This is an optimization exercise on Yosys and OpenROAD, whose aim is small area, not a production implementation. The RTL was checked by simulation tests, not by an equivalence proof against the original design. Power and IR drop assume default switching activity.

==> flow/design.v <==
`timescale 1ns/10fs
module baud_generator(
  input            clk    ,
  input            rst_n  ,       
  input  [15:0]    baud_config_i ,
  output reg       en_16x_baud_o
);
  reg    [15:0]    baud_count;
  wire   [15:0]    baud_count_p1 = baud_count + 16'd1;
  always @(posedge clk or negedge rst_n) begin
    if(!rst_n) begin
      en_16x_baud_o <= 1'b0;
      baud_count    <= 16'd0;
    end
    else if(baud_count_p1 == baud_config_i) begin
      baud_count    <= 16'd0;
      en_16x_baud_o <= 1'b1;
    end
    else begin
      baud_count    <= baud_count_p1;
      en_16x_baud_o <= 1'b0;
    end
  end
endmodule
`timescale 1ns/10fs
module bbfifo_16x8_mem (
  input                clk  ,
  input                wen_i   , 
  input   [7:0]        wdata_i , 
  input   [3:0]        waddr_i , 
  input   [3:0]        raddr_i , 
  output  [7:0]        rdata_o  
);
  reg  [7:0]       mregs [0:15];
  assign rdata_o = mregs[raddr_i];
  always @(posedge clk) begin
    if(wen_i == 1'b1)
      mregs[waddr_i] <= wdata_i;
  end
endmodule
`timescale 1ns/10fs
module bbfifo_16x8(
  input          clk   ,
  input          rst_n ,       
  input          read_i    ,       
  input          write_i   ,       
  input          store_i   ,       
  input          clear_i   ,       
  input  [7:0]   data_in_i ,
  output [7:0]   data_out_o      ,    
  output         data_present_o  ,
  output         full_o    ,
  output         afull_o       
);
reg [4:0] rptr;
reg [4:0] wptr;
wire  full ;
wire  empty;
assign full_o     = full;
assign data_present_o = ~empty;
wire [4:0] rptr_p1 = rptr + 5'b1;
wire [4:0] wptr_p1 = wptr + 5'b1;
wire [3:0] store_addr = (write_i & ~clear_i) ? wptr_p1[3:0] : wptr[3:0];
bbfifo_16x8_mem bbfifo_16x8_mem (
  .clk        (clk ),
  .wen_i      (store_i ), 
  .wdata_i    (data_in_i ), 
  .waddr_i    (store_addr ), 
  .raddr_i    (rptr[3:0] ), 
  .rdata_o    (data_out_o )
);
always @(posedge clk or negedge rst_n)
  if(!rst_n)	
  	rptr <= 5'b0;
  else if(read_i && (!empty))
  	rptr <= rptr_p1;
always @(posedge clk or negedge rst_n)
  if(!rst_n)
	  wptr <= 5'b0;
  else if(write_i && (!full))
  	wptr <= wptr_p1;
wire same_slot = (wptr[3:0] == rptr[3:0]);
assign full    = same_slot && (wptr[4] != rptr[4]);
assign empty   = same_slot && (wptr[4] == rptr[4]);
assign afull_o = (wptr_p1[3:0] == rptr[3:0]) && (wptr_p1[4] != rptr[4]);
endmodule
`timescale 1ns/10fs
module kcuart_rx(
  input            clk    ,
  input            rst_n  ,       
  input            msb_first_i      ,    
  input            parity_en_i      ,    
  input            start_polarity_i ,    
  input            en_16x_baud_i ,
  input            serial_in_i   ,
  output reg [7:0] data_out_o  ,
  output reg       data_strobe_o      
);
  wire [3:0] bit_count_p1;
  reg  [3:0] bit_count;
  wire [3:0] baud_count_p1;
  reg  [3:0] baud_count;
  reg        serial_in_d1, serial_in_d2, serial_in_d3;
  wire       calculated_parity;
  reg        start_bit, stop_bit;
  wire       mismatch_parity;
  reg  [8:0] received_data;
  wire [7:0] par_data;
  reg        rx_active;
  reg        stop_condtion;
  wire       break_condition;
  wire       start_polarity = start_polarity_i;
  wire       stop_polarity = ~start_polarity;
  always @(posedge clk or negedge rst_n) begin
    if(!rst_n)
      {serial_in_d1, serial_in_d2, serial_in_d3} <= 3'b0;
    else
      {serial_in_d1, serial_in_d2, serial_in_d3} <= {serial_in_i, serial_in_d1, serial_in_d2};
  end
  wire   serial_negedge = (serial_in_d2 == 1'b0 && serial_in_d3 == 1'b1);
  wire   serial_posedge = (serial_in_d2 == 1'b1 && serial_in_d3 == 1'b0);
  wire   start_condition = (start_polarity == 1'b0) ? (serial_negedge == 1'b1 && bit_count[3:0] == 4'd0 && rx_active == 1'b0)
                                                    : (serial_posedge == 1'b1 && bit_count[3:0] == 4'd0 && rx_active == 1'b0);    
  always @(posedge clk or negedge rst_n) begin
    if(!rst_n)
      rx_active <= 1'b0;
    else if(start_condition == 1'b1)
      rx_active <= 1'b1;
    else if(bit_count == 4'd1 && start_bit != start_polarity)   
      rx_active <= 1'b0;
    else if(stop_condtion == 1'b1)
      rx_active <= 1'b0;
  end
  assign baud_count_p1 = baud_count + 1;
  always @(posedge clk or negedge rst_n) begin
    if(!rst_n)
      baud_count <= 4'd0;
    else if(en_16x_baud_i == 1'b1 && rx_active == 1'b1)
      baud_count <= baud_count_p1;
    else if(rx_active == 1'b0)
      baud_count <= 4'd0;
  end
  wire [3:0] bit_num = (parity_en_i == 1'b0) ? 10 : 11;
  assign bit_count_p1 = bit_count + 1;
  always @(posedge clk or negedge rst_n) begin
    if(!rst_n)
      bit_count <= 4'd0;
    else if(en_16x_baud_i == 1'b1 && baud_count == 4'd15 && rx_active == 1'b1) begin
      if(bit_count < (bit_num - 1))
        bit_count <= bit_count_p1;
      else if(bit_count >= (bit_num - 1))
        bit_count <= 4'd0;
    end
    else if(rx_active == 1'b0)
      bit_count <= 4'd0;
  end
  always @(posedge clk or negedge rst_n) begin
    if(!rst_n)
      stop_condtion <= 0;
    else 
      stop_condtion <= (baud_count == 4'd8 && bit_count == (bit_num - 1) && en_16x_baud_i == 1'b1) ? 1 : 0; 
  end
  reg  [7:0] data_bits;
  reg        parity_bit;
  always @(posedge clk or negedge rst_n) begin
    if(!rst_n) begin
      parity_bit    <= 1'b0;
      start_bit     <= 1'b1;
      stop_bit      <= 1'b1;
    end
    else if(en_16x_baud_i == 1'b1 && baud_count == 4'd8 && rx_active == 1'b1) begin
      case(bit_count)
        4'd0:  start_bit        <= serial_in_d3 ;  
        4'd9:  
          if(parity_en_i == 1'b1)
            parity_bit <= serial_in_d3 ; 
          else
            stop_bit         <= serial_in_d3 ;
        4'd10: 
          if(parity_en_i == 1'b1)
            stop_bit <= serial_in_d3 ;
      endcase
    end
    else if(rx_active == 1'b0) begin
      parity_bit    <= 1'b0;
      start_bit     <= start_polarity;
      stop_bit      <= stop_polarity;
    end
  end
  always @(posedge clk) begin
    if(en_16x_baud_i == 1'b1 && baud_count == 4'd8 && rx_active == 1'b1) begin
      case(bit_count)
        4'd1:  data_bits[0] <= serial_in_d3 ;
        4'd2:  data_bits[1] <= serial_in_d3 ;
        4'd3:  data_bits[2] <= serial_in_d3 ;
        4'd4:  data_bits[3] <= serial_in_d3 ;
        4'd5:  data_bits[4] <= serial_in_d3 ;
        4'd6:  data_bits[5] <= serial_in_d3 ;
        4'd7:  data_bits[6] <= serial_in_d3 ;
        4'd8:  data_bits[7] <= serial_in_d3 ;
      endcase
    end
  end
  always @(*) received_data = {parity_bit, data_bits};
  assign break_condition = (stop_bit != stop_polarity && bit_count == (bit_num - 1)) ? 1 : 0;
  assign par_data[7:0] = (msb_first_i == 1'b0) ? received_data[7:0] : {received_data[0], received_data[1], received_data[2],
                           received_data[3], received_data[4], received_data[5], received_data[6], received_data[7]};
  assign calculated_parity = ^received_data[7:0];
  assign mismatch_parity = (parity_en_i == 1'b1 && calculated_parity != received_data[8]) ? 1'b1 : 1'b0;
  always @(posedge clk or negedge rst_n) begin
    if(!rst_n) 
      data_strobe_o <= 1'b0;
    else 
      data_strobe_o <= (stop_condtion == 1'b1 && break_condition == 1'b0 && mismatch_parity == 1'b0);
  end
  always @(*) data_out_o = par_data;
endmodule
`timescale 1ns/10fs
module kcuart_tx(
  input          clk     ,
  input          rst_n   ,       
  input          msb_first_i      ,     
  input          parity_en_i      ,     
  input          start_polarity_i ,     
  input  [7:0]   data_in_i        ,
  input          send_character_i ,
  input          en_16x_baud_i   ,
  output reg     serial_out_o     ,
  output reg     tx_complete_o      
);
  wire [3:0]      bit_count_p1;
  reg  [3:0]      bit_count;
  wire [3:0]      baud_count_p1;
  reg  [3:0]      baud_count;
  wire       start_polarity = start_polarity_i;
  wire       stop_polarity = ~start_polarity;
  assign baud_count_p1 = baud_count + 1;
  always @(posedge clk or negedge rst_n) begin
    if(!rst_n)
      baud_count <= 4'd0;
    else if(send_character_i == 1'b0)
      baud_count <= 4'd0;
    else if(en_16x_baud_i == 1'b1)
      baud_count <= baud_count_p1;
  end
  wire [3:0] bit_num = (parity_en_i == 1'b0) ? 10 : 11;
  assign bit_count_p1 = bit_count + 1;
  always @(posedge clk or negedge rst_n) begin
    if(!rst_n)
      bit_count <= 4'd0;
    else if(en_16x_baud_i == 1'b1 && baud_count == 4'd15) begin
      if(bit_count < (bit_num - 1) && send_character_i == 1'b1)
        bit_count <= bit_count_p1;
      else if(send_character_i == 1'b0 || bit_count >= (bit_num - 1))
        bit_count <= 4'd0;
    end
  end
  wire         parity_bit = ^data_in_i[7:0];
  wire [8:0]   data_sent = (msb_first_i == 1'b0) ? {parity_bit, data_in_i[7:0]} : {parity_bit, data_in_i[0], data_in_i[1],
                                  data_in_i[2], data_in_i[3], data_in_i[4], data_in_i[5], data_in_i[6], data_in_i[7]};
  always @(posedge clk or negedge rst_n) begin
    if(!rst_n)
      serial_out_o <= 1'b1;
    else if(en_16x_baud_i == 1'b1) begin
      if(baud_count == 4'b0 && send_character_i == 1'b1) 
        case(bit_count)
          4'd0:  serial_out_o <= start_polarity;  
          4'd1:  serial_out_o <= data_sent[0];
          4'd2:  serial_out_o <= data_sent[1];
          4'd3:  serial_out_o <= data_sent[2];
          4'd4:  serial_out_o <= data_sent[3];
          4'd5:  serial_out_o <= data_sent[4];
          4'd6:  serial_out_o <= data_sent[5];
          4'd7:  serial_out_o <= data_sent[6];
          4'd8:  serial_out_o <= data_sent[7];
          4'd9:  
            if(parity_en_i == 1'b1) 
              serial_out_o <= data_sent[8];
            else
              serial_out_o <= stop_polarity;    
          default: serial_out_o <= stop_polarity;
        endcase
      else if(send_character_i == 1'b0)
        serial_out_o <= stop_polarity;
    end
  end
  always @(posedge clk or negedge rst_n) begin
    if(!rst_n)
      tx_complete_o <= 1'b0;
    else if(en_16x_baud_i == 1'b1) begin
      if(bit_count == (bit_num - 1) && baud_count == 4'd15)
        tx_complete_o <= 1'b1;
      else
        tx_complete_o <= 1'b0;
    end
    else
      tx_complete_o <= 1'b0;
  end
endmodule
`timescale 1ns/10fs
module uart_rx(
  input          clk      ,
  input          rst_n    ,       
  input          msb_first_i       ,       
  input          parity_en_i       ,       
  input          start_polarity_i  ,       
  input          serial_in_i       ,
  output [7:0]   data_out_o        ,
  input          read_buffer_i     ,
  input          reset_buffer_i    ,                     
  input          en_16x_baud_i    ,
  output reg     buffer_data_present_o
);
  wire  reset_buffer_n = rst_n & (~reset_buffer_i);
  wire  data_strobe;
  always @(posedge clk or negedge reset_buffer_n) begin
    if(!reset_buffer_n)
      buffer_data_present_o <= 1'b0;
    else if(data_strobe)
      buffer_data_present_o <= 1'b1;
    else if(read_buffer_i)
      buffer_data_present_o <= 1'b0;
  end
  kcuart_rx kcuart_rx(
    .clk              (clk)    ,
    .rst_n            (rst_n)  ,    
    .parity_en_i      (parity_en_i),    
    .msb_first_i      (msb_first_i),                          
    .start_polarity_i (start_polarity_i),
    .serial_in_i      (serial_in_i ),
    .en_16x_baud_i    (en_16x_baud_i ),
    .data_out_o       (data_out_o ),
    .data_strobe_o    (data_strobe )  
  );
endmodule
`timescale 1ns/10fs
module uart_tx(
  input          clk      ,
  input          rst_n    ,       
  input          msb_first_i       ,    
  input          parity_en_i       ,    
  input          start_polarity_i  ,    
  input  [7:0]   data_in_i         ,
  input          write_buffer_i    ,       
  input          write_now_i       ,       
  input          reset_buffer_i    ,       
  input          en_16x_baud_i    ,
  output         serial_out_o        ,
  output         buffer_full_o       ,
  output         buffer_afull_o
);
  wire  reset_buffer_n = rst_n & (~reset_buffer_i);
  wire  tx_complete;
  wire  data_present;
  wire  [7:0] fifo_dout;
  bbfifo_16x8 bbfifo_16x8(
    .clk              (clk),
    .rst_n            (reset_buffer_n),      
    .read_i           (tx_complete),      
    .write_i          (write_buffer_i),
    .store_i          (write_now_i),
    .clear_i          (reset_buffer_i),      
    .data_in_i        (data_in_i),
    .data_out_o       (fifo_dout),    
    .data_present_o   (data_present),
    .full_o           (buffer_full_o),
    .afull_o          (buffer_afull_o)
  );                                
  kcuart_tx kcuart_tx(
    .clk              (clk),
    .rst_n            (rst_n),    
    .parity_en_i      (parity_en_i),    
    .msb_first_i      (msb_first_i),                          
    .start_polarity_i (start_polarity_i),
    .data_in_i        (fifo_dout),
    .send_character_i (data_present),
    .en_16x_baud_i    (en_16x_baud_i),
    .serial_out_o     (serial_out_o),
    .tx_complete_o    (tx_complete)  
  );
endmodule
`timescale 1ns/10fs
module uart_regs(
  input                bus2ip_clk      ,
  input                bus2ip_rst_n    ,
  input  [15:0]        bus2ip_addr_i   ,
  input  [15:0]        bus2ip_data_i   ,
  input                bus2ip_wr_ce_i  ,     
  output reg           parity_en_o         ,       
  output reg           msb_first_o         ,       
  output reg           start_polarity_o    ,       
  output reg           reset_buffer_o      ,       
  output reg [15:0]    baud_config_o
);
  parameter BASEADDR = 4'h0;
  reg    reset_buffer, reset_buffer_d1, reset_buffer_d2;
  always @(posedge bus2ip_clk or negedge bus2ip_rst_n) begin
    if(!bus2ip_rst_n) begin
      baud_config_o[15:0] <= 16'd68;          
      parity_en_o         <= 1'b0;
      msb_first_o         <= 1'b0;
      start_polarity_o    <= 1'b0;
      reset_buffer        <= 1'b0;
    end
    else if(bus2ip_wr_ce_i == 1'b1 && bus2ip_addr_i[15:12] == BASEADDR) begin
      case(bus2ip_addr_i[11:0])
        12'h000:   baud_config_o[15:0]        <= bus2ip_data_i[15:0];
        12'h001:   {parity_en_o, msb_first_o, start_polarity_o} <= bus2ip_data_i[2:0] ;
        12'h002:   reset_buffer               <= bus2ip_data_i[0]   ;
      endcase
    end
    else
      reset_buffer       <= 1'b0;
  end
  always @(posedge bus2ip_clk or negedge bus2ip_rst_n) begin
    if(!bus2ip_rst_n) begin
      {reset_buffer_d1, reset_buffer_d2} <= 2'b0;
      reset_buffer_o  <= 1'b0;
    end
    else begin
      {reset_buffer_d1, reset_buffer_d2} <= {reset_buffer, reset_buffer_d1};
      reset_buffer_o  <= (reset_buffer | reset_buffer_d1) & (~reset_buffer_d2);
    end
  end
endmodule
`timescale 1ns/10fs
module bus_master(
  input                  clk               ,
  input                  rst_n             ,       
  input                  en_16x_baud_i        ,
  input  [7:0]           rx_data_out_i            ,
  output                 rx_read_buffer_o         ,
  input                  rx_buffer_data_present_i ,
  output reg [7:0]       tx_data_in_o           ,
  output reg             tx_write_buffer_o      ,       
  output                 tx_write_now_o         ,
  input                  tx_buffer_full_i       ,
  input                  tx_buffer_afull_i,
  output  [15:0]         bus2ip_addr_o   ,
  output  [15:0]         bus2ip_data_o   ,
  output                 bus2ip_rd_ce_o  ,     
  output                 bus2ip_wr_ce_o  ,     
  input   [15:0]         ip2bus_data_i
);
  parameter SOF = 8'haa;
  parameter EOF = 8'hd5;
  parameter TIMEOUT_VALUE = 12'd3200;   
  wire          present = rx_buffer_data_present_i;
  wire          get_sof_p1;
  reg           get_sof_done;
  wire          get_eof_p1;
  reg           get_eof_done;
  reg  [11:0]   baud_timer;
  wire          baud_timeout = (baud_timer == TIMEOUT_VALUE);
  reg  [5:0]    byte_count;
  reg  [5:0]    expected_count;
  wire [5:0]    byte_count_p1 = byte_count + 6'd1;
  always @(posedge clk or negedge rst_n) begin
    if(!rst_n)
      baud_timer <= 12'd0;
    else if(present == 1'b1 || get_eof_done == 1'b1)
      baud_timer <= 12'd0;
    else if(en_16x_baud_i == 1'b1 && !baud_timeout)    
      baud_timer <= baud_timer + 12'd1;
  end
  assign get_sof_p1 = present && (rx_data_out_i == SOF);
  assign get_eof_p1 = present && (rx_data_out_i == EOF) && (byte_count == expected_count);
  wire   sof = (get_sof_done == 1'b0 && get_sof_p1 == 1'b1);
  always @(posedge clk or negedge rst_n) begin
    if(!rst_n)
      get_sof_done <= 1'b0;
    else if(baud_timeout == 1'b1 || (get_eof_done == 1'b0 && get_eof_p1 == 1'b1))
      get_sof_done <= 1'b0;
    else if(get_sof_p1 == 1'b1)
      get_sof_done <= 1'b1;
  end
  always @(posedge clk or negedge rst_n) begin
    if(!rst_n)
      get_eof_done <= 1'b0;
    else if(sof)
      get_eof_done <= 1'b0;
    else if(get_eof_p1 == 1'b1)
      get_eof_done <= 1'b1;
  end
  always @(posedge clk or negedge rst_n) begin
    if(!rst_n)
      byte_count <= 6'd0;
    else if(sof)
      byte_count <= 6'd1;
    else if(present == 1'b1 && get_eof_p1 == 1'b0 && get_eof_done == 1'b0)
      byte_count <= byte_count_p1;
    else if(baud_timeout == 1'b1 || get_eof_done == 1'b1)
      byte_count <= 6'd0;
  end
  wire [3:0]    opcode = rx_data_out_i[7:4];
  reg           write_reg;
  reg           read_reg;
  reg  [3:0]    burst_len;  
  reg  [15:0]   base_addr;
  always @(posedge clk or negedge rst_n) begin
    if(!rst_n) begin
      write_reg <= 1'b0;
      read_reg  <= 1'b0;
    end
    else if(sof) begin
      write_reg <= 1'b0;
      read_reg  <= 1'b0;
    end
    else if(byte_count == 6'd1 && present == 1'b1) begin
      read_reg  <= (opcode == 4'b0000);
      write_reg <= (opcode == 4'b0001);
    end
  end
  always @(posedge clk) begin
    if(byte_count == 6'd1 && present == 1'b1)
      burst_len <= rx_data_out_i[3:0];
  end
  always @(posedge clk) begin
    if(byte_count == 6'd2 && present == 1'b1)
      base_addr[15:8] <= rx_data_out_i;
    if(byte_count == 6'd3 && present == 1'b1)
      base_addr[7:0]  <= rx_data_out_i;
  end
  always @(posedge clk or negedge rst_n) begin
    if(!rst_n)
      expected_count <= 6'd63;
    else if(read_reg == 1'b1)
      expected_count <= 6'd5;
    else if(write_reg == 1'b1)
      expected_count <= {1'b0, burst_len, 1'b1} + 6'd6;
  end
  reg  [15:0]  wring [0:15];
  reg  [3:0]   wphase;
  reg          wpend;
  reg          wpend_hi;
  reg  [3:0]   wpend_word;
  wire [5:0]   wpos = byte_count - 6'd4;
  wire         wcapture = present == 1'b1 && write_reg == 1'b1 && !sof && byte_count >= 6'd4 && byte_count <= 6'd35;
  wire         winsert  = wpend && (wpend_word == wphase);
  always @(posedge clk or negedge rst_n) begin
    if(!rst_n)
      wphase <= 4'd0;
    else
      wphase <= wphase + 4'd1;
  end
  always @(posedge clk or negedge rst_n) begin
    if(!rst_n)
      wpend <= 1'b0;
    else if(wcapture)
      wpend <= 1'b1;
    else if(winsert)
      wpend <= 1'b0;
  end
  always @(posedge clk) begin
    if(wcapture) begin
      wpend_hi   <= ~wpos[0];
      wpend_word <= wpos[4:1];
    end
  end
  integer k;
  always @(posedge clk) begin
    for(k = 0; k < 15; k = k + 1)
      wring[k] <= wring[k+1];
    wring[15][15:8] <= (winsert && wpend_hi)  ? rx_data_out_i : wring[0][15:8];
    wring[15][7:0]  <= (winsert && !wpend_hi) ? rx_data_out_i : wring[0][7:0];
  end
  reg  [7:0]  calculated_fcs;
  reg         fcs_matched;
  always @(posedge clk or negedge rst_n) begin
    if(!rst_n)
      calculated_fcs <= 8'h0;
    else if(sof)
      calculated_fcs <= 8'h0;
    else if(byte_count != 6'd0 && present == 1'b1)
      calculated_fcs <= calculated_fcs ^ rx_data_out_i;
  end
  always @(posedge clk or negedge rst_n) begin
    if(!rst_n)
      fcs_matched <= 1'b0;
    else if(sof)
      fcs_matched <= 1'b0;
    else if(byte_count_p1 == expected_count && present == 1'b1)
      fcs_matched <= (calculated_fcs == rx_data_out_i);
  end
  reg         write_in_progress;
  reg  [4:0]  write_step;
  reg         write_enable;
  always @(posedge clk or negedge rst_n) begin
    if(!rst_n)
      write_in_progress <= 1'b0;
    else if(fcs_matched == 1'b1 && write_reg == 1'b1 && get_eof_done == 1'b0 && get_eof_p1 == 1'b1)
      write_in_progress <= 1'b1;
    else if(write_step == {burst_len, 1'b0})
      write_in_progress <= 1'b0;
  end
  always @(posedge clk or negedge rst_n) begin
    if(!rst_n)
      write_step <= 5'd31;
    else if(sof)
      write_step <= 5'd31;
    else if(write_in_progress == 1'b1)
      write_step <= write_step + 5'd1;
  end
  always @(posedge clk or negedge rst_n) begin
    if(!rst_n)
      write_enable <= 1'b0;
    else
      write_enable <= write_in_progress;
  end
  reg         read_in_progress;
  reg  [4:0]  read_step;
  reg         read_enable;
  reg         read_enable_d1;
  reg  [15:0] read_data [0:15];
  always @(posedge clk or negedge rst_n) begin
    if(!rst_n)
      read_in_progress <= 1'b0;
    else if(fcs_matched == 1'b1 && read_reg == 1'b1 && get_eof_done == 1'b0 && get_eof_p1 == 1'b1)
      read_in_progress <= 1'b1;
    else if(read_step == {burst_len, 1'b0})
      read_in_progress <= 1'b0;
  end
  always @(posedge clk or negedge rst_n) begin
    if(!rst_n)
      read_step <= 5'd31;
    else if(sof)
      read_step <= 5'd31;
    else if(read_in_progress == 1'b1)
      read_step <= read_step + 5'd1;
  end
  always @(posedge clk or negedge rst_n) begin
    if(!rst_n) begin
      read_enable    <= 1'b0;
      read_enable_d1 <= 1'b0;
    end
    else begin
      read_enable    <= read_in_progress;
      read_enable_d1 <= read_enable;
    end
  end
  always @(posedge clk) begin
    if(read_enable == 1'b1 && read_step[0] == 1'b1)
      read_data[read_step[4:1]] <= ip2bus_data_i;
  end
  reg    get_eof_done_d1;
  always @(posedge clk or negedge rst_n) begin
    if(!rst_n)
      get_eof_done_d1 <= 1'b0;
    else
      get_eof_done_d1 <= get_eof_done;
  end
  assign rx_read_buffer_o = (write_in_progress || read_in_progress || (get_eof_done & (~get_eof_done_d1))) ? 1'b0 : present;
  reg         tx_start;
  reg         tx_in_progress;
  reg  [5:0]  tx_count;
  reg  [3:0]  tx_burst_len, tx_burst_len_z1;
  reg  [15:0] tx_base_addr, tx_base_addr_z1;
  wire [5:0]  tx_last = {1'b0, tx_burst_len_z1, 1'b1} + 6'd6;    
  wire        tx_ok = (tx_buffer_full_i == 1'b0 && tx_buffer_afull_i == 1'b0);
  wire        read_done = (read_enable_d1 == 1'b1 && read_enable == 1'b0);
  always @(posedge clk or negedge rst_n) begin
    if(!rst_n)
      tx_start <= 1'b0;
    else if(read_done)
      tx_start <= 1'b1;
    else if(tx_in_progress == 1'b0)
      tx_start <= 1'b0;
  end
  always @(posedge clk) begin
    if(read_done) begin
      tx_burst_len <= burst_len;
      tx_base_addr <= base_addr;
    end
  end
  always @(posedge clk or negedge rst_n) begin
    if(!rst_n)
      tx_in_progress <= 1'b0;
    else if(tx_start == 1'b1 && tx_in_progress == 1'b0)
      tx_in_progress <= 1'b1;
    else if(tx_count == tx_last && tx_ok)
      tx_in_progress <= 1'b0;
  end
  always @(posedge clk) begin
    if(tx_start == 1'b1 && tx_in_progress == 1'b0) begin
      tx_burst_len_z1 <= tx_burst_len;
      tx_base_addr_z1 <= tx_base_addr;
    end
  end
  always @(posedge clk) begin
    if(tx_in_progress == 1'b1 && tx_ok)
      tx_count <= tx_count + 6'd1;
    else if(tx_in_progress == 1'b0)
      tx_count <= 6'h0;
  end
  wire [3:0]  tx_word = tx_count[4:1] - 4'd2;
  wire [15:0] tx_rd   = read_data[tx_word];
  reg  [7:0]  tx_byte;
  always @(*) begin
    case(tx_count)
      6'd0   :  tx_byte = 8'haa;
      6'd1   :  tx_byte = {4'b0, tx_burst_len_z1};
      6'd2   :  tx_byte = tx_base_addr_z1[15:8];
      6'd3   :  tx_byte = tx_base_addr_z1[7:0];
      default:  tx_byte = tx_count[0] ? tx_rd[7:0] : tx_rd[15:8];
    endcase
  end
  reg  tx_in_progress_d1;
  reg  [7:0] tx_fcs;
  always @(posedge clk or negedge rst_n) begin
    if(!rst_n)
      tx_in_progress_d1 <= 0;
    else
      tx_in_progress_d1 <= tx_in_progress;
   end
  always @(posedge clk) begin
    if(tx_in_progress == 1'b1 && tx_in_progress_d1 == 1'b1 && tx_ok)
      tx_fcs <= tx_byte ^ tx_fcs;
    else if(tx_in_progress == 1'b0)
      tx_fcs <= 8'h0;
  end
  always @(*) begin
    if(tx_count == tx_last - 6'd1)
      tx_data_in_o = tx_fcs;
    else if(tx_count == tx_last)
      tx_data_in_o = 8'hd5;
    else
      tx_data_in_o = tx_byte;
  end
  assign tx_write_now_o = tx_in_progress && tx_ok;
  always @(posedge clk or negedge rst_n) begin
    if(!rst_n)
      tx_write_buffer_o <= 1'b0;
    else
      tx_write_buffer_o <= tx_write_now_o;
  end
  wire [3:0]  bus_word = write_enable ? write_step[4:1] : read_step[4:1];
  assign bus2ip_addr_o  = base_addr + {12'h0, bus_word};
  wire [3:0]  wring_pos = write_step[4:1] - wphase;
  assign bus2ip_data_o  = wring[wring_pos];
  assign bus2ip_rd_ce_o = read_enable;
  assign bus2ip_wr_ce_o = write_enable;
endmodule
`timescale 1ns/10fs
module uart_core(
  input                  clk     ,
  input                  rst_n   ,       
  input                  serial_in_i     ,
  output                 serial_out_o    ,  
  output  [15:0]         bus2ip_addr_o   ,
  output  [15:0]         bus2ip_data_o   ,
  output                 bus2ip_rd_ce_o  ,     
  output                 bus2ip_wr_ce_o  ,     
  input   [15:0]         ip2bus_data_i
);
  wire          parity_en ; 
  wire          msb_first ; 
  wire          start_polarity;
  wire          en_16x_baud;
  wire          reset_buffer;
  wire [7:0]    rx_data_out ;
  wire          rx_read_buffer;
  wire          rx_buffer_data_present;
  wire  [7:0]   tx_data_in         ; 
  wire          tx_write_buffer    ; 
  wire          tx_write_now       ; 
  wire          tx_buffer_full     ; 
  wire          tx_buffer_afull;
  wire  [15:0]  baud_config  ;
  uart_rx uart_rx(
    .clk                   (clk ),
    .rst_n                 (rst_n ),     
    .parity_en_i           (parity_en ),     
    .msb_first_i           (msb_first ),     
    .start_polarity_i      (start_polarity),
    .serial_in_i           (serial_in_i ),
    .data_out_o            (rx_data_out ),
    .read_buffer_i         (rx_read_buffer ),
    .reset_buffer_i        (reset_buffer ),                     
    .en_16x_baud_i         (en_16x_baud ),
    .buffer_data_present_o (rx_buffer_data_present )
  );
  uart_tx uart_tx(
    .clk                   (clk ) , 
    .rst_n                 (rst_n ) , 
    .parity_en_i           (parity_en ) , 
    .msb_first_i           (msb_first ) , 
    .start_polarity_i      (start_polarity),
    .data_in_i             (tx_data_in ) , 
    .write_buffer_i        (tx_write_buffer ) , 
    .write_now_i           (tx_write_now ) , 
    .reset_buffer_i        (reset_buffer ) , 
    .en_16x_baud_i         (en_16x_baud ) , 
    .serial_out_o          (serial_out_o ) , 
    .buffer_full_o         (tx_buffer_full ) , 
    .buffer_afull_o        (tx_buffer_afull )
  );
  baud_generator  baud_generator(
    .clk                   (clk )   ,
    .rst_n                 (rst_n)  ,
    .baud_config_i         (baud_config )  ,
    .en_16x_baud_o         (en_16x_baud )
  );
  uart_regs  uart_regs(
    .bus2ip_clk            (clk   ),
    .bus2ip_rst_n          (rst_n ),
    .bus2ip_addr_i         (bus2ip_addr_o  ),
    .bus2ip_data_i         (bus2ip_data_o  ),
    .bus2ip_wr_ce_i        (bus2ip_wr_ce_o ),
    .parity_en_o           (parity_en    ) ,     
    .msb_first_o           (msb_first    ) ,    
    .start_polarity_o      (start_polarity),
    .reset_buffer_o        (reset_buffer ) ,   
    .baud_config_o         (baud_config  ) 
  );
  bus_master  bus_master(
    .clk                     (clk        ),
    .rst_n                   (rst_n      ),      
    .en_16x_baud_i           (en_16x_baud   ),
    .rx_data_out_i           (rx_data_out            ) ,
    .rx_read_buffer_o        (rx_read_buffer         ) ,
    .rx_buffer_data_present_i(rx_buffer_data_present ) ,
    .tx_data_in_o            (tx_data_in          ) ,
    .tx_write_buffer_o       (tx_write_buffer     ) ,
    .tx_write_now_o          (tx_write_now        ) ,
    .tx_buffer_full_i        (tx_buffer_full      ) ,
    .tx_buffer_afull_i       (tx_buffer_afull),
    .bus2ip_addr_o           (bus2ip_addr_o   ) ,
    .bus2ip_data_o           (bus2ip_data_o   ) ,
    .bus2ip_rd_ce_o          (bus2ip_rd_ce_o  ) ,  
    .bus2ip_wr_ce_o          (bus2ip_wr_ce_o  ) , 
    .ip2bus_data_i           (ip2bus_data_i ) 
  );
endmodule
==> flow/flow/run.sh <==
#!/bin/bash
set -o pipefail
export CTS_ARGS="-sink_clustering_enable -repair_clock_nets -dont_use_dummy_load -sink_clustering_size 30 -sink_clustering_max_diameter 100"
export BUFFER_PORTS_ARGS="-buffer_cell sky130_fd_sc_hd__buf_1"
bash standard.sh > standard.log 2>&1
==> flow/standard.sh <==
#!/bin/bash
# synth_recipe.tcl (not shown) runs the flow's synth.tcl, then flattens the netlist and writes it again
# the make line also repeats each setting of config.mk as NAME=value (left out here)
make -C /OpenROAD-flow-scripts/flow DESIGN_CONFIG=/design/flow/config.mk WORK_HOME=/design/flow/orfs CLKGATE_MAP_FILE= SYNTH_SCRIPT=/design/flow/synth_recipe.tcl "${@:-finish}"
==> flow/config.mk <==
export PLATFORM = sky130hd
export DESIGN_NAME = uart_core
export DESIGN_NICKNAME = uart_core
export VERILOG_FILES = /design/flow/design.v
export SDC_FILE = /design/flow/constraint.sdc
export NUM_CORES = 4
export LEC_CHECK = 0
export CAP_MARGIN = 20
export CORE_MARGIN = 2
export CORE_UTILIZATION = 60
export SLEW_MARGIN = 20
==> flow/constraint.sdc <==
create_clock -name core_clock -period 8.0 [get_ports {clk}]
set_input_delay 1.6000 -clock core_clock [delete_from_list [all_inputs] [get_ports {clk}]]
set_output_delay 1.6000 -clock core_clock [all_outputs]
set_load 0.01 [all_outputs]
==> flow_metrics.env, run 1 <==
export IMPL_endpoint_kind="primary output"
export IMPL_drt_pre_antenna_iters=7
export IMPL_grt_setup_unrepaired="false"
export IMPL_hpwl_microns=49350
export IMPL_grt_overflow_total=0
export IMPL_path_clk_slew_ns=0.10
export IMPL_hold_buffers=0
export IMPL_synth_xor_area_frac=0.04323
export IMPL_final_setup_skew_ns=0.07834
export IMPL_cts_tree="yes"
export IMPL_power_density_mw_per_mm2=187.6
export IMPL_startpoint_type="flip-flop"
export IMPL_synth_compound_area_share=0.06270
export IMPL_ant_nets=0
export IMPL_yosys_top_cells_area="edfxtp_1, dfxtp_1, dfrtp_1, mux4_2, xnor2_1"
export IMPL_cts_buffers=36
export IMPL_arrival_ns=4.83
export IMPL_netlist_area_sq_mm=0.03418
export IMPL_setup_violations=0
export IMPL_fmax_mhz=155.6
export IMPL_worst_pin_slew_ns=1.135
export IMPL_coreArea_sq_mm=0.05639
export IMPL_antenna_cells=0
export IMPL_totalWireLength_microns=75030
export IMPL_die_h_microns=242.7
export IMPL_fin_nets=2475
export IMPL_synth_simple_area_share=0.08484
export IMPL_synth_area_mux_share=0.1031
export IMPL_nFillCells=4238
export IMPL_vias=19280
export IMPL_drc=0
export IMPL_cts_root_buf="clkbuf_16"
export IMPL_cts_sinks=866
export IMPL_min_period_over_period=0.8032
export IMPL_synth_top_area_share=0.4137
export IMPL_grt_pass1_wl_microns=117000
export IMPL_ys_top_cells_by_count="edfxtp_1, dfxtp_1, nor2_1"
export IMPL_fin_area_sq_mm=0.03626
export IMPL_drv_slew=0
export IMPL_slew_headroom=0.2435
export IMPL_htreeDepth=2
export IMPL_antenna_found_initial=0
export IMPL_synthFlopType="edfxtp_1"
export IMPL_initial_core_util=0.6062
export IMPL_yosysMostFrequentCell="edfxtp_1"
export IMPL_status="finished clean"
export IMPL_synth_edf_count=471
export IMPL_synth_cell_type_count=88
export IMPL_area_growth_pct=6.076
export IMPL_cts_setup_buffers=0
export IMPL_fin_setup_tns_ns=0
export IMPL_ir_worst_vdd_mv=0.1765
export IMPL_first_iter_violations=1587
export IMPL_syn_inst=2364
export IMPL_grt_max_degree=71
export IMPL_ys_seq_area_frac=0.6662
export IMPL_clock_latency_ns=0.63
export IMPL_async_reset_ff_frac=0.1605
export IMPL_dieArea_sq_mm=0.05890
export IMPL_period_minus_slack_ns=6.426
export IMPL_die_w_microns=242.7
export IMPL_worstHoldPathType="flip-flop to flip-flop"
export IMPL_drv_cap=0
export IMPL_vias_per_cell=6.099
export IMPL_hold_viol=0
export IMPL_wl_per_cell_microns=23.74
export IMPL_ys_warn_count=9
export IMPL_num_rows=87
export IMPL_dpl_cell_area_sq_mm=0.03533
export IMPL_portBuffers=53
export IMPL_crit_required_ns=6.40
export IMPL_p_leak_nw=12.51
export IMPL_synth_seq_cells=866
export IMPL_syn_area_per_cell_sq_um=14.46
export IMPL_synth_adder_area_share=0.01837
export IMPL_regToRegSetupSlack_ns=3.75
export IMPL_synth_nets=2432
export IMPL_grt_pass1_vias=19450
export IMPL_cts_resized_gates=0
export IMPL_yosysTopAreaCell="edfxtp_1"
export IMPL_setup_worst_path_class="flip-flop to primary output"
export IMPL_drive_gt1_frac=0.1277
export IMPL_io_pins=54
export IMPL_place_congestion=0.8840
export IMPL_synth_top_family_by_area="multiplexers"
export IMPL_clock_path_buffers=3
export IMPL_grt_total_usage=0.2595
export IMPL_path_max_fanout=21
## logic make-up (layout without fill, tap and decap cells)
logic type | Yosys count | in the layout
buffers and inverters | 168 | 209
AO/OA/AOI/OAI | 304 | 304
XOR/XNOR | 167 | 167
flip-flops | 866 | 866
AND/OR/NAND/NOR | 596 | 596
adder cells (fa/ha/maj) | 49 | 49
multiplexers | 214 | 214
## through the flow
stage                     cells  hold slack (ns)  power [mW]    util  worst slack (ns)
final                      3161           0.3152       6.802  0.6431             1.574
after global placement     3123           0.3318       4.819  0.6264             2.182
after global routing       3161           0.3130       7.009  0.6431             1.280
after floorplan            2364           0.3226       4.787       -             3.626
after CTS                  3159           0.3139       6.855  0.6426             1.470
after detailed placement   3123           0.3339       4.823  0.6266             2.148
## routing by layer
metal | routed length, microns | GRT usage | vias to the layer above
li1 | - | - | 8834
met1 | 31570 | 0.3556 | 9817
met2 | 38230 | 0.4472 | 529
met3 | 3607 | 0.02831 | 98
met4 | 1634 | 0.06730 | 0
met5 | 0 | 0 | -
## placed cells by master, fill, tap and decap left out, types with 20 or more instances in the layout
cell and n:
xnor2_1 96, inv_1 66, buf_4 52, edfxtp_1 471
ha_1 47, dfxtp_1 256, nand4_1 37, nor2b_1 24
dfrtp_1 118, xor2_1 66, nor3_1 27, nand3_1 60
a22oi_1 35, a21oi_1 63, clkbuf_16 36, nand2_1 164
mux4_2 104, mux2i_1 75, buf_1 52, dfstp_2 20
nor2_1 169, mux2_2 24, o21ai_0 52
## worst max-delay path, stage by stage (launching register included)
cell and delay (ns):
dfstp_2 0.41, inv_1 0.07, ha_1 0.17, inv_1 0.06, fa_1 0.51, xnor2_2 0.71, buf_4 0.41, nand2_1 0.08
nor3_1 0.68, buf_4 0.31, a22oi_1 0.10, o21ai_0 0.13, a2111oi_0 0.10, a31oi_1 0.29, buf_1 0.19
## cell type report
| class | count | area [sq um] | area share |
|---|---|---|---|
| clock buffer | 36 | 900.9 | 0.02484 |
| inverter | 67 | 251.5 | 0.006936 |
| multi-input combinational | 1330 | 10790 | 0.2974 |
| sequential | 866 | 22770 | 0.6280 |
| tap | 756 | 945.9 | 0.02609 |
| timing repair buffer | 106 | 604.3 | 0.01667 |
## power by group
group	switching (mW)	total (mW)	internal, mW	leakage, nW
clock	1.26	2.08	0.816	0.444
sequential	0.00663	4.68	4.67	8.21
combinational	0.0343	0.0415	0.00718	3.86
## path summary, 6_finish.rpt
| kind | startpoint | end | cells after the start |
|---|---|---|---|
| max in group asynchronous | rst_n | bus_master.baud_timer[4] | 2 |
| min in group asynchronous | uart_regs.reset_buffer_o | uart_tx.bbfifo_16x8.wptr[1] | 1 |
| max | bus_master.write_step[1] | bus2ip_data_o[12] | 14 |
| min | bus_master.wring[1][8] | bus_master.wring[0][8] | 0 |
| min reg2reg | bus_master.wring[1][8] | bus_master.wring[0][8] | 0 |
| max reg2reg | bus_master.write_step[1] | uart_regs.baud_config_o[12] | 14 |
==> inputs of run 2 (changes only) <==
--- a/flow/config.mk
+++ b/flow/config.mk
@@ -8,4 +8,5 @@
 export CAP_MARGIN = 20
 export CORE_MARGIN = 2
 export CORE_UTILIZATION = 60
+export PLACE_DENSITY = 0.7
 export SLEW_MARGIN = 20
==> flow_metrics.env, run 2 <==
export IMPL_hold_viol=0
export IMPL_async_reset_ff_frac=0.1605
export IMPL_cts_buffers=35
export IMPL_period_minus_slack_ns=6.343
export IMPL_first_iter_violations=1699
export IMPL_drt_pre_antenna_iters=8
export IMPL_synth_cell_type_count=88
export IMPL_final_setup_skew_ns=0.04833
export IMPL_status="finished clean"
export IMPL_yosys_top_cells_area="edfxtp_1, dfxtp_1, dfrtp_1, mux4_2, xnor2_1"
export IMPL_synth_seq_cells=866
export IMPL_seq_area_sq_mm=0.02277
export IMPL_final_cells=3156
export IMPL_num_rows=87
export IMPL_yosysMostFrequentCell="edfxtp_1"
export IMPL_slew_headroom=0.2725
export IMPL_grt_max_degree=74
export IMPL_vias_per_cell=6.183
export IMPL_portBuffers=53
export IMPL_grt_total_usage=0.2539
export IMPL_reg2regPathDepth=12
export IMPL_ys_top_cells_by_count="edfxtp_1, dfxtp_1, nor2_1"
export IMPL_antenna_found_initial=0
export IMPL_clock_path_buffers=3
export IMPL_clock_latency_ns=0.60
export IMPL_synth_simple_area_share=0.08484
export IMPL_syn_inst=2364
export IMPL_grt_setup_unrepaired="false"
export IMPL_totalWireLength_microns=74370
export IMPL_die_w_microns=242.7
export IMPL_dp_cells=3121
export IMPL_grt_pass1_wl_microns=114800
export IMPL_cts_tree="yes"
export IMPL_hold_buffers=0
export IMPL_multiInputGateArea_sq_mm=0.01079
export IMPL_drive_gt1_frac=0.1267
export IMPL_layout_commonest_cell="edfxtp_1"
export IMPL_area_growth_pct=5.915
export IMPL_cts_setup_buffers=0
export IMPL_setup_violations=0
export IMPL_drc=0
export IMPL_fin_nets=2470
export IMPL_synth_top_area_share=0.4137
export IMPL_grt_overflow_total=0
export IMPL_dieArea_sq_mm=0.05890
export IMPL_die_h_microns=242.7
export IMPL_worst_pin_slew_ns=1.083
export IMPL_setup_worst_path_class="flip-flop to primary output"
export IMPL_ant_nets=0
export IMPL_io_pins=54
export IMPL_path_clk_slew_ns=0.11
export IMPL_yosysTopAreaCell="edfxtp_1"
export IMPL_dpl_cell_area_sq_mm=0.03532
export IMPL_hpwl_microns=48900
export IMPL_synth_area_mux_share=0.1031
export IMPL_synth_adder_area_share=0.01837
export IMPL_wl_per_cell_microns=23.56
export IMPL_antenna_cells=0
export IMPL_synth_edf_count=471
export IMPL_fin_setup_tns_ns=0
export IMPL_critical_path_max_stage_delay_ns=1.24
export IMPL_worstHoldPathType="flip-flop to flip-flop"
export IMPL_htreeDepth=2
export IMPL_synthFlopType="edfxtp_1"
export IMPL_cts_sinks=866
export IMPL_crit_top_cell="inv_1"
export IMPL_timing_hold_worst_path_depth=0
export IMPL_arrival_ns=4.74
export IMPL_cts_root_buf="clkbuf_16"
export IMPL_mostFrequentLayoutCells="edfxtp_1, dfxtp_1, nor2_1"
export IMPL_fin_area_sq_mm=0.03621
export IMPL_cts_resized_gates=0
export IMPL_endpoint_kind="primary output"
export IMPL_drv_cap=0
export IMPL_ys_seq_area_frac=0.6662
export IMPL_synth_xor_area_frac=0.04323
export IMPL_syn_area_per_cell_sq_um=14.46
export IMPL_crit_path_cell_trace="inv_1 > ha_1 > inv_1 > fa_1 > nor2b_1 > nand2_1 > a21o_1 > o2111ai_1 > a2111oi_0 > a31oi_1 > buf_1"
export IMPL_ir_worst_vdd_mv=0.2378
export IMPL_coreArea_sq_mm=0.05639
export IMPL_netlist_area_sq_mm=0.03418
export IMPL_ys_warn_count=9
export IMPL_fmax_mhz=157.7
export IMPL_p_leak_nw=12.49
export IMPL_place_congestion=0.8750
export IMPL_synth_nets=2432
export IMPL_path_max_fanout=24
export IMPL_initial_core_util=0.6062
export IMPL_drv_slew=0
export IMPL_grt_pass1_vias=19500
export IMPL_synth_compound_area_share=0.06270
export IMPL_startpoint_type="flip-flop"
export IMPL_critPathSlowestCell="fa_1"
export IMPL_crit_required_ns=6.40
export IMPL_nFillCells=4135
export IMPL_synth_top_family_by_area="multiplexers"
export IMPL_min_period_over_period=0.7929
export IMPL_power_density_mw_per_mm2=186.6
export IMPL_vias=19520
-- run 2: cell count changes in the layout (fill, tap and decap cells not counted), sizes merged --
cell / before / now
clkbuf: 37 / 36
buf: 105 / 101
-- run 2: final cells by class --
cell class / count / area share
Inverter: 67 / 0.006946
Timing Repair Buffer: 102 / 0.01576
Sequential cell: 866 / 0.6290
Clock buffer: 35 / 0.02419
Multi-Input combinational cell: 1330 / 0.2980
Tap cell: 756 / 0.02613
-- run 2: power breakdown --
group          switching (mW)  internal (mW)
Clock                    1.24          0.795
Sequential            0.00655           4.67
Combinational          0.0338        0.00715
-- run 2: routing by layer --
metal	share of wire	wire length (microns)	vias up	GRT usage
met1	0.41	30370	9857	0.3478
li1	-	-	8808	-
met3	0.059	4400	137	0.02609
met2	0.50	37010	713	0.4302
met4	0.035	2586	0	0.08571
met5	0	0	-	0
-- run 2: final timing paths --
| kind | slack [ns] | to | from |
|---|---|---|---|
| max | 1.66 | bus2ip_data_o[6] | bus_master.write_step[1] |
| min | 0.30 | bus_master.wring[0][11] | bus_master.wring[1][11] |
| max reg2reg | 3.74 | uart_regs.baud_config_o[4] | bus_master.write_step[1] |
| min reg2reg | 0.30 | bus_master.wring[0][11] | bus_master.wring[1][11] |
| max in group asynchronous | 5.41 | baud_generator.baud_count[13] | rst_n |
| min in group asynchronous | 0.46 | uart_rx.buffer_data_present_o | uart_regs.reset_buffer_o |
-- run 2: worst max-delay path: cells and delay by family, from the launching register on --
kind | cells | cell delay [ns]
adders and majority gates | 2 | 1.42
and+or+nand+nor | 2 | 1.18
DFF | 1 | 0.41
AOI/OAI and AO/OA | 4 | 0.82
buffers and inverters | 3 | 0.34
-- run 2: logic make-up (layout without fill, tap and decap cells) --
logic type | count (synthesis) | count (layout)
flip-flops | 866 | 866
AND/OR/NAND/NOR | 596 | 596
AO/OA/AOI/OAI | 304 | 304
multiplexers | 214 | 214
buffers and inverters | 168 | 204
XOR/XNOR | 167 | 167
adder cells (fa/ha/maj) | 49 | 49
-- run 2: stage by stage --
step	utilization	setup WS (ns)	total power, mW	hold slack [ns]
2_1_floorplan	-	3.626	4.787	0.3226
3_3_place_gp	0.6263	2.427	4.819	0.3304
3_5_place_dp	0.6264	2.329	4.822	0.3350
4_1_cts	0.6419	1.672	6.796	0.3016
5_1_grt	0.6421	1.438	6.949	0.3054
6_report	0.6421	1.657	6.757	0.2974
==> inputs of run 3 (changes only) <==
==> flow/flow/run.sh (replaced) <==
#!/bin/bash
set -o pipefail
export CTS_ARGS="-sink_clustering_enable -repair_clock_nets -dont_use_dummy_load -sink_clustering_size 32 -sink_clustering_max_diameter 90"
export BUFFER_PORTS_ARGS="-buffer_cell sky130_fd_sc_hd__buf_1"
bash standard.sh > standard.log 2>&1
--- a/flow/config.mk
+++ b/flow/config.mk
@@ -8,5 +8,4 @@
 export CAP_MARGIN = 20
 export CORE_MARGIN = 2
 export CORE_UTILIZATION = 60
-export PLACE_DENSITY = 0.7
 export SLEW_MARGIN = 20
==> flow_metrics.env, run 3 <==
export IMPL_hold_viol=0
export IMPL_drive_gt1_frac=0.1273
export IMPL_ys_seq_area_frac=0.6662
export IMPL_fin_setup_tns_ns=0
export IMPL_htreeDepth=2
export IMPL_crit_path_cell_trace="inv_1 > ha_1 > inv_1 > fa_1 > xnor2_2 > buf_4 > nand2_1 > nor3_1 > buf_4 > a22oi_1 > o21ai_0 > a2111oi_0 > a31oi_1 > buf_1"
export IMPL_fin_util=0.6426
export IMPL_worst_pin_slew_ns=1.141
export IMPL_cts_root_buf="clkbuf_16"
export IMPL_cts_setup_buffers=0
export IMPL_grt_max_degree=71
export IMPL_drc=0
export IMPL_status="finished clean"
export IMPL_worstHoldPathType="flip-flop to flip-flop"
export IMPL_combPwrFrac=0.006
export IMPL_drv_slew=0
export IMPL_die_h_microns=242.7
export IMPL_setup_worst_path_class="flip-flop to primary output"
export IMPL_clock_latency_ns=0.62
export IMPL_critical_path_max_stage_delay_ns=0.71
export IMPL_yosysMostFrequentCell="edfxtp_1"
export IMPL_period_minus_slack_ns=6.389
export IMPL_finalPower_mw=6.781
export IMPL_synth_cell_type_count=88
export IMPL_drt_pre_antenna_iters=5
export IMPL_yosysTopAreaCell="edfxtp_1"
export IMPL_antenna_found_initial=0
export IMPL_synth_seq_cells=866
export IMPL_setup_violations=0
export IMPL_layout_commonest_cell="edfxtp_1"
export IMPL_cts_tree="yes"
export IMPL_min_period_over_period=0.7987
export IMPL_portBuffers=53
export IMPL_power_switching_mw=1.305
export IMPL_num_rows=87
export IMPL_clock_path_buffers=3
export IMPL_internal_power_mw=5.477
export IMPL_critPathBufInv=5
export IMPL_area_growth_pct=6.003
export IMPL_cts_resized_gates=0
export IMPL_dieArea_sq_mm=0.05890
export IMPL_path_delay_family="buffers and inverters"
export IMPL_cts_sinks=866
export IMPL_synth_nets=2432
export IMPL_ys_warn_count=9
export IMPL_endpoint_kind="primary output"
export IMPL_grt_setup_unrepaired="false"
export IMPL_mostFrequentLayoutCells="edfxtp_1, dfxtp_1, nor2_1"
export IMPL_wl_per_cell_microns=23.79
export IMPL_first_iter_violations=1515
export IMPL_cts_buffers=35
export IMPL_arrival_ns=4.79
export IMPL_ys_top_cells_by_count="edfxtp_1, dfxtp_1, nor2_1"
export IMPL_synth_top_area_share=0.4137
export IMPL_final_setup_skew_ns=0.06865
export IMPL_critPathSlowestCell="xnor2_2"
export IMPL_synth_edf_count=471
export IMPL_pwr_share_seq=0.690
export IMPL_path_clk_slew_ns=0.12
export IMPL_io_pins=54
export IMPL_yosys_top_cells_area="edfxtp_1, dfxtp_1, dfrtp_1, mux4_2, xnor2_1"
export IMPL_drv_cap=0
export IMPL_syn_inst=2364
export IMPL_synthFlopType="edfxtp_1"
export IMPL_netSwitchingFraction=0.1924
export IMPL_p_leak_nw=12.50
export IMPL_startpoint_type="flip-flop"
export IMPL_slew_headroom=0.2391
export IMPL_finalHoldWorstSlack_ns=0.3246
export IMPL_grt_overflow_total=0
export IMPL_vias_per_cell=6.081
export IMPL_antenna_cells=0
export IMPL_syn_area_per_cell_sq_um=14.46
export IMPL_async_reset_ff_frac=0.1605
export IMPL_fmax_mhz=156.5
export IMPL_grt_pass1_vias=19410
export IMPL_clkPwrFrac=0.304
export IMPL_die_w_microns=242.7
export IMPL_power_density_mw_per_mm2=187.1
export IMPL_netlist_area_sq_mm=0.03418
export IMPL_grt_total_usage=0.2592
export IMPL_hpwl_microns=49350
export IMPL_vias=19220
export IMPL_path_max_fanout=21
export IMPL_ant_nets=0
export IMPL_hold_buffers=0
export IMPL_crit_required_ns=6.40
export IMPL_fin_nets=2474
export IMPL_coreArea_sq_mm=0.05639
export IMPL_place_congestion=0.8840
export IMPL_initial_core_util=0.6062
export IMPL_ir_worst_vdd_mv=0.2150
export IMPL_grt_pass1_wl_microns=116800
export IMPL_totalWireLength_microns=75190
run 3: cell counts after synthesis:
Identical to the previous run, type by type.
run 3: final timing paths:
| kind | slack, ns | from | cells past startpoint | endpoint |
|---|---|---|---|---|
| worst min-delay path | 0.32 | bus_master.wring[9][4] | 0 | bus_master.wring[8][4] |
| worst max-delay path | 1.61 | bus_master.write_step[1] | 14 | bus2ip_data_o[12] |
| min in group asynchronous | 0.50 | uart_regs.reset_buffer_o | 1 | uart_rx.buffer_data_present_o |
| worst min register to register | 0.32 | bus_master.wring[9][4] | 0 | bus_master.wring[8][4] |
| max in group asynchronous | 6.12 | rst_n | 2 | bus_master.fcs_matched |
| worst max register to register | 3.77 | bus_master.write_step[1] | 12 | uart_regs.baud_config_o[6] |
run 3: final cells by class:
cell class,instances,area (sq um)
multi-input combinational,1330,10790
inverter,67,251.5
timing repair buffer,106,604.3
tap,756,945.9
sequential,866,22770
clock buffer,35,875.8
fill,4247,20150
run 3: layer usage:
metal | vias to the layer above | track usage | share of wire
met1 | 9763 | 0.3546 | 0.42
met4 | 0 | 0.06875 | 0.023
li1 | 8824 | - | -
met3 | 98 | 0.02720 | 0.046
met2 | 532 | 0.4477 | 0.51
met5 | - | 0 | 0
run 3: stage by stage:
step / setup slack (ns) / instances / area, sq um
after floorplan: 3.626 / 2364 / 34180
after global placement: 2.182 / 3123 / 35320
after detailed placement: 2.148 / 3123 / 35330
after CTS: 1.461 / 3158 / 36210
after global routing: 1.291 / 3160 / 36240
final: 1.611 / 3160 / 36240
run 3: logic make-up (layout without fill, tap and decap cells):
logic type,after synthesis,after routing,share of synthesized area
xor gates and xnor gates,167,167,0.04323
AOI/OAI and AO/OA,304,304,0.06270
adders and majority gates,49,49,0.01837
muxes,214,214,0.1031
DFF,866,866,0.6662
buffers and inverters,168,208,0.02163
and+or+nand+nor,596,596,0.08484
run 3: power by group through the flow:
stage                     sequential [mW]  combinational (mW)  clock (mW)
after floorplan                      4.78              0.0111           0
final                                4.68              0.0415        2.06
after CTS                            4.68              0.0430        2.10
after global routing                 4.68              0.0484        2.25
after global placement               4.78              0.0400           0
after detailed placement             4.78              0.0429           0
run 3: worst register-to-register path: cells and delay by family (launching register included):
kind | cells | cell delay, ns
AOI/OAI and AO/OA | 2 | 0.53
xor gates and xnor gates | 1 | 0.71
adders and majority gates | 2 | 0.68
buffers and inverters | 4 | 0.85
DFF | 1 | 0.41
muxes | 1 | 0.23
and+or+nand+nor | 2 | 0.75
==> inputs of run 4 (changes only) <==
==> flow/flow/run.sh (replaced) <==
#!/bin/bash
set -o pipefail
export CTS_ARGS="-sink_clustering_enable -repair_clock_nets -dont_use_dummy_load -sink_clustering_size 36 -sink_clustering_max_diameter 70"
export BUFFER_PORTS_ARGS="-buffer_cell sky130_fd_sc_hd__buf_1"
bash standard.sh > standard.log 2>&1
--- a/flow/config.mk
+++ b/flow/config.mk
@@ -7,5 +7,6 @@
 export LEC_CHECK = 0
 export CAP_MARGIN = 20
 export CORE_MARGIN = 2
-export CORE_UTILIZATION = 60
+export CORE_UTILIZATION = 70
+export PLACE_DENSITY = 0.8
 export SLEW_MARGIN = 20
==> flow_metrics.env, run 4 <==
export IMPL_status="finished clean"
export IMPL_clock_latency_ns=0.61
export IMPL_fin_setup_tns_ns=0
export IMPL_syn_inst=2364
export IMPL_die_h_microns=225.0
export IMPL_initial_core_util=0.7130
export IMPL_drv_cap=0
export IMPL_synthFlopType="edfxtp_1"
export IMPL_critical_path_max_stage_delay_ns=0.70
export IMPL_async_reset_ff_frac=0.1605
export IMPL_totalWireLength_microns=74520
export IMPL_hold_buffers=0
export IMPL_htreeDepth=2
export IMPL_synth_nets=2432
export IMPL_nFillCells=2861
export IMPL_syn_area_per_cell_sq_um=14.46
export IMPL_hpwl_microns=49930
export IMPL_place_congestion=0.9137
export IMPL_portBuffers=53
export IMPL_fin_area_sq_mm=0.03617
export IMPL_yosys_top_cells_area="edfxtp_1, dfxtp_1, dfrtp_1, mux4_2, xnor2_1"
export IMPL_drc=0
export IMPL_dieArea_sq_mm=0.05062
export IMPL_coreArea_sq_mm=0.04795
export IMPL_cts_resized_gates=0
export IMPL_crit_path_cell_trace="inv_1 > ha_1 > inv_1 > fa_1 > buf_4 > nor2b_1 > nand2_1 > a21o_1 > o2111ai_1 > a2111oi_0 > a31oi_1 > buf_1"
export IMPL_area_growth_pct=5.812
export IMPL_clock_path_buffers=3
export IMPL_worstHoldPathType="flip-flop to flip-flop"
export IMPL_period_minus_slack_ns=5.899
export IMPL_path_delay_family="simple AND/OR/NAND/NOR gates"
export IMPL_cts_tree="yes"
export IMPL_grt_setup_unrepaired="false"
export IMPL_cts_buffers=38
export IMPL_critPathBufInv=4
export IMPL_grt_pass1_wl_microns=115700
export IMPL_ys_seq_area_frac=0.6662
export IMPL_final_setup_skew_ns=0.06330
export IMPL_vias_per_cell=6.556
export IMPL_setup_worst_path_class="flip-flop to primary output"
export IMPL_endpoint_kind="primary output"
export IMPL_cts_root_buf="clkbuf_16"
export IMPL_cts_setup_buffers=0
export IMPL_cts_sinks=866
export IMPL_num_rows=80
export IMPL_vias=19830
export IMPL_ant_nets=0
export IMPL_crit_required_ns=6.40
export IMPL_hold_viol=0
export IMPL_finalHoldWorstSlack_ns=0.2872
export IMPL_synth_cell_type_count=88
export IMPL_grt_overflow_total=0
export IMPL_dpl_cell_area_sq_mm=0.03521
export IMPL_grt_max_degree=56
export IMPL_synth_edf_count=471
export IMPL_ir_worst_vdd_mv=0.1837
export IMPL_yosysMostFrequentCell="edfxtp_1"
export IMPL_antenna_found_initial=1
export IMPL_arrival_ns=4.30
export IMPL_drive_gt1_frac=0.1292
export IMPL_synth_top_area_share=0.4137
export IMPL_path_max_fanout=24
export IMPL_io_pins=54
export IMPL_netlist_area_sq_mm=0.03418
export IMPL_synth_seq_cells=866
export IMPL_p_leak_nw=12.56
export IMPL_die_w_microns=225.0
export IMPL_crit_top_cell="inv_1"
export IMPL_ys_warn_count=9
export IMPL_critPathSlowestCell="nor2b_1"
export IMPL_path_clk_slew_ns=0.12
export IMPL_power_density_mw_per_mm2=188.8
export IMPL_drt_pre_antenna_iters=7
export IMPL_mostFrequentLayoutCells="edfxtp_1, dfxtp_1, nor2_1"
export IMPL_drv_slew=0
export IMPL_fmax_mhz=169.5
export IMPL_min_period_over_period=0.7374
export IMPL_layout_commonest_cell="edfxtp_1"
export IMPL_wl_per_cell_microns=24.64
export IMPL_worst_pin_slew_ns=0.9861
export IMPL_first_iter_violations=1930
export IMPL_ys_top_cells_by_count="edfxtp_1, dfxtp_1, nor2_1"
export IMPL_grt_total_usage=0.3023
export IMPL_fin_nets=2478
export IMPL_setup_violations=0
export IMPL_startpoint_type="flip-flop"
export IMPL_yosysTopAreaCell="edfxtp_1"
export IMPL_slew_headroom=0.3419
export IMPL_grt_pass1_vias=20120
==> run 4: cell counts after synthesis <==
No cell type changed its count.
==> run 4: worst reg2reg max path, stage by stage (launching register included) <==
cell and delay, ns:
dfrtp_1 0.98, mux2i_1 0.78, inv_1 0.33, nor4_1 0.35
nand3_1 0.13, nor4_2 0.25, nor2b_1 0.77, nor2_1 0.31
a21o_1 0.23
==> run 4: final cells by class <==
type,instances,area (sq um),share of cell area
Tap cell,615,769.5,0.02127
Antenna cell,1,2.502,0.00006918
Timing Repair Buffer,107,630.6,0.01743
Multi-Input combinational cell,1330,10790,0.2984
Sequential cell,866,22770,0.6296
Inverter,67,251.5,0.006953
Clock buffer,38,950.9,0.02629
==> run 4: logic make-up (layout without fill, tap and decap cells) <==
kind of cell,count (synthesis),count (layout),synth area share
adder cells (fa/ha/maj),49,49,0.01837
XOR/XNOR,167,167,0.04323
AND/OR/NAND/NOR,596,596,0.08484
multiplexers,214,214,0.1031
flip-flops,866,866,0.6662
AO/OA/AOI/OAI,304,304,0.06270
other,0,1,0
buffers and inverters,168,212,0.02163
==> run 4: report_power, final <==
part	switching [mW]	leakage (nW)	internal, mW
clock	1.25	0.468	0.857
sequential	0.00666	8.21	4.67
combinational	0.0348	3.87	0.00717
total	1.29	12.6	5.54
==> run 4: layer usage <==
| layer | wire (microns) | global-route usage | up-vias |
|---|---|---|---|
| met5 | 0 | 0 | - |
| met4 | 3388 | 0.1224 | 0 |
| met3 | 4740 | 0.03638 | 214 |
| met2 | 37580 | 0.5166 | 812 |
| met1 | 28810 | 0.3995 | 9964 |
| li1 | - | - | 8835 |
==> run 4: path summary, 6_finish.rpt <==
path	start	to	slack, ns	cells after the start
max	bus_master.write_step[1]	bus2ip_data_o[6]	2.10	12
min	bus_master.wring[2][8]	bus_master.wring[1][8]	0.29	0
max reg2reg	uart_regs.msb_first_o	bus_master.wpend	3.76	8
min reg2reg	bus_master.wring[2][8]	bus_master.wring[1][8]	0.29	0
max in group asynchronous	rst_n	bus_master.read_enable_d1	5.31	3
min in group asynchronous	uart_regs.reset_buffer_o	uart_rx.buffer_data_present_o	0.49	1
==> run 4: per-stage QoR <==
stage                       util  setup slack, ns  cells  power (mW)
final                     0.7544            2.101   3024       6.828
after CTS                 0.7542            2.192   3023       6.859
after detailed placement  0.7344            2.831   2985       4.822
after floorplan                -            3.626   2364       4.787
after global routing      0.7544            1.856   3023       6.989
after global placement    0.7329            2.468   2981       4.818
==> inputs of run 5 (changes only) <==
==> flow/flow/run.sh (replaced) <==
#!/bin/bash
set -o pipefail
export CTS_ARGS="-sink_clustering_enable -repair_clock_nets -dont_use_dummy_load -root_buf sky130_fd_sc_hd__clkbuf_16 -buf_list sky130_fd_sc_hd__clkbuf_8 -sink_clustering_size 20 -sink_clustering_max_diameter 80"
export BUFFER_PORTS_ARGS="-buffer_cell sky130_fd_sc_hd__buf_1"
bash standard.sh > standard.log 2>&1
--- a/flow/config.mk
+++ b/flow/config.mk
@@ -7,6 +7,6 @@
 export LEC_CHECK = 0
 export CAP_MARGIN = 20
 export CORE_MARGIN = 2
-export CORE_UTILIZATION = 70
-export PLACE_DENSITY = 0.8
+export CORE_UTILIZATION = 60
+export PLACE_DENSITY = 0.7
 export SLEW_MARGIN = 20
==> flow_metrics.env, run 5 <==
export IMPL_drive_gt1_frac=0.1321
export IMPL_drc=0
export IMPL_grt_setup_unrepaired="false"
export IMPL_yosysTopAreaCell="edfxtp_1"
export IMPL_grt_total_usage=0.2545
export IMPL_cts_setup_buffers=0
export IMPL_ir_worst_vdd_mv=0.1750
export IMPL_hold_viol=0
export IMPL_finalPower_mw=6.599
export IMPL_worstHoldPathType="flip-flop to flip-flop"
export IMPL_p_leak_nw=12.44
export IMPL_power_density_mw_per_mm2=182.9
export IMPL_vias_per_cell=6.155
export IMPL_htreeDepth=2
export IMPL_slew_headroom=0.2706
export IMPL_synth_seq_cells=866
export IMPL_initial_core_util=0.6062
export IMPL_synth_top_area_share=0.4137
export IMPL_final_setup_skew_ns=0.04615
export IMPL_hold_path_end="bus_master.wring[8][6]"
export IMPL_arrival_ns=4.74
export IMPL_vias=19520
export IMPL_reg2regPathDepth=12
export IMPL_ys_top_cells_by_count="edfxtp_1, dfxtp_1, nor2_1"
export IMPL_async_reset_ff_frac=0.1605
export IMPL_coreArea_sq_mm=0.05639
export IMPL_syn_area_per_cell_sq_um=14.46
export IMPL_ant_nets=0
export IMPL_drv_cap=0
export IMPL_num_rows=87
export IMPL_dieArea_sq_mm=0.05890
export IMPL_nFillCells=4171
export IMPL_status="finished clean"
export IMPL_regToRegSetupSlack_ns=3.72
export IMPL_period_minus_slack_ns=6.340
export IMPL_fin_setup_tns_ns=0
export IMPL_io_pins=54
export IMPL_fin_nets=2485
export IMPL_synth_cell_type_count=88
export IMPL_min_period_over_period=0.7925
export IMPL_cts_root_buf="clkbuf_16"
export IMPL_clock_path_buffers=3
export IMPL_yosys_top_cells_area="edfxtp_1, dfxtp_1, dfrtp_1, mux4_2, xnor2_1"
export IMPL_multiInputGateArea_sq_mm=0.01079
export IMPL_syn_inst=2364
export IMPL_mostFrequentLayoutCells="edfxtp_1, dfxtp_1, nor2_1"
export IMPL_synth_nets=2432
export IMPL_synth_edf_count=471
export IMPL_fmax_mhz=157.7
export IMPL_cts_sinks=866
export IMPL_r2r_end="uart_regs.baud_config_o[4]"
export IMPL_seq_area_sq_mm=0.02277
export IMPL_wl_per_cell_microns=23.54
export IMPL_drt_pre_antenna_iters=5
export IMPL_grt_pass1_wl_microns=115100
export IMPL_setup_violations=0
export IMPL_layout_commonest_cell="edfxtp_1"
export IMPL_crit_required_ns=6.40
export IMPL_synthFlopType="edfxtp_1"
export IMPL_cts_buffers=50
export IMPL_drv_slew=0
export IMPL_netlist_area_sq_mm=0.03418
export IMPL_path_max_fanout=24
export IMPL_ys_seq_area_frac=0.6662
export IMPL_portBuffers=53
export IMPL_yosysMostFrequentCell="edfxtp_1"
export IMPL_r2r_start="bus_master.write_step[1]"
export IMPL_antenna_found_initial=0
export IMPL_place_congestion=0.8750
export IMPL_ys_warn_count=9
export IMPL_grt_overflow_total=0
export IMPL_worst_pin_slew_ns=1.086
export IMPL_clock_latency_ns=0.61
export IMPL_cts_tree="yes"
export IMPL_die_w_microns=242.7
export IMPL_setup_worst_path_class="flip-flop to primary output"
export IMPL_startpoint_type="flip-flop"
export IMPL_endpoint_kind="primary output"
export IMPL_die_h_microns=242.7
export IMPL_hold_start="bus_master.wring[9][6]"
export IMPL_grt_pass1_vias=19620
export IMPL_grt_max_degree=74
export IMPL_timing_hold_worst_path_depth=0
export IMPL_totalWireLength_microns=74650
export IMPL_first_iter_violations=1795
export IMPL_fin_util=0.6398
export IMPL_path_clk_slew_ns=0.12
export IMPL_antenna_cells=0
export IMPL_hpwl_microns=48900
export IMPL_hold_buffers=0
export IMPL_cts_resized_gates=0
export IMPL_area_growth_pct=5.531
run 5: kinds of logic (layout without fill, tap and decap cells):
kind of cell               count (synthesis)  after routing  share of synthesized area
DFF                                      866            866                     0.6662
buffers and inverters                    168            219                    0.02163
and+or+nand+nor                          596            596                    0.08484
muxes                                    214            214                     0.1031
AOI/OAI and AO/OA                        304            304                    0.06270
xor gates and xnor gates                 167            167                    0.04323
adders and majority gates                 49             49                    0.01837
run 5: worst max-delay path, stage by stage (launching register included):
cell      delay, ns
dfstp_2        0.58
inv_1          0.07
ha_1           0.21
inv_1          0.08
fa_1           0.76
nor2_1         0.38
nand2_1        0.09
nor3_1         0.70
buf_4          0.31
a222oi_1       0.12
o211a_1        0.15
a31oi_1        0.49
buf_1          0.21
run 5: layout make-up:
cell class	count	area share
clock buffers	50	0.02064
well taps	756	0.02622
inverters	67	0.006971
multi-input cells	1330	0.2991
repair buffers	102	0.01582
flip-flops and latches	866	0.6313
run 5: worst max path at each step:
stage	from	endpoint	slack, ns	cells past startpoint
floorplan	bus_master.write_step[1]	bus2ip_data_o[8]	3.63	12
global placement	bus_master.write_step[1]	bus2ip_data_o[4]	2.43	12
detailed placement	bus_master.write_step[1]	bus2ip_data_o[4]	2.33	12
CTS	bus_master.write_step[1]	bus2ip_data_o[4]	1.69	12
global route	bus_master.write_step[1]	bus2ip_data_o[4]	1.42	12
finish	bus_master.write_step[1]	bus2ip_data_o[4]	1.66	12
run 5: per-stage QoR:
stage / std cells / hold slack [ns] / area [sq um] / worst slack [ns]
after floorplan: 2364 / 0.3226 / 34180 / 3.626
after global placement: 3121 / 0.3304 / 35310 / 2.427
after detailed placement: 3121 / 0.3350 / 35320 / 2.329
after CTS: 3171 / 0.3260 / 36060 / 1.688
after global routing: 3171 / 0.3267 / 36070 / 1.422
final: 3171 / 0.3239 / 36070 / 1.660
run 5: report_power, final:
part,total [mW],switching (mW),internal [mW]
Clock,1.88,1.25,0.627
Combinational,0.0412,0.0341,0.00715
Sequential,4.68,0.00648,4.67
run 5: layer usage:
metal	global-route usage	routed length (microns)	part of all wire	vias to the layer above
met1	0.3472	30890	0.41	9910
met3	0.02853	4120	0.055	123
met4	0.07975	2191	0.029	0
met2	0.4339	37450	0.50	662
met5	0	0	0	-
li1	-	-	-	8822

Re-timed with assumed drivers on the ports (clkbuf_16 on the clock, buf_2 on other inputs), run 5 has 1.596 ns of setup slack against 1.660 ns with ideal ports, and 2.236 ns once port delays also move by the mid clock arrival of 0.640 ns.
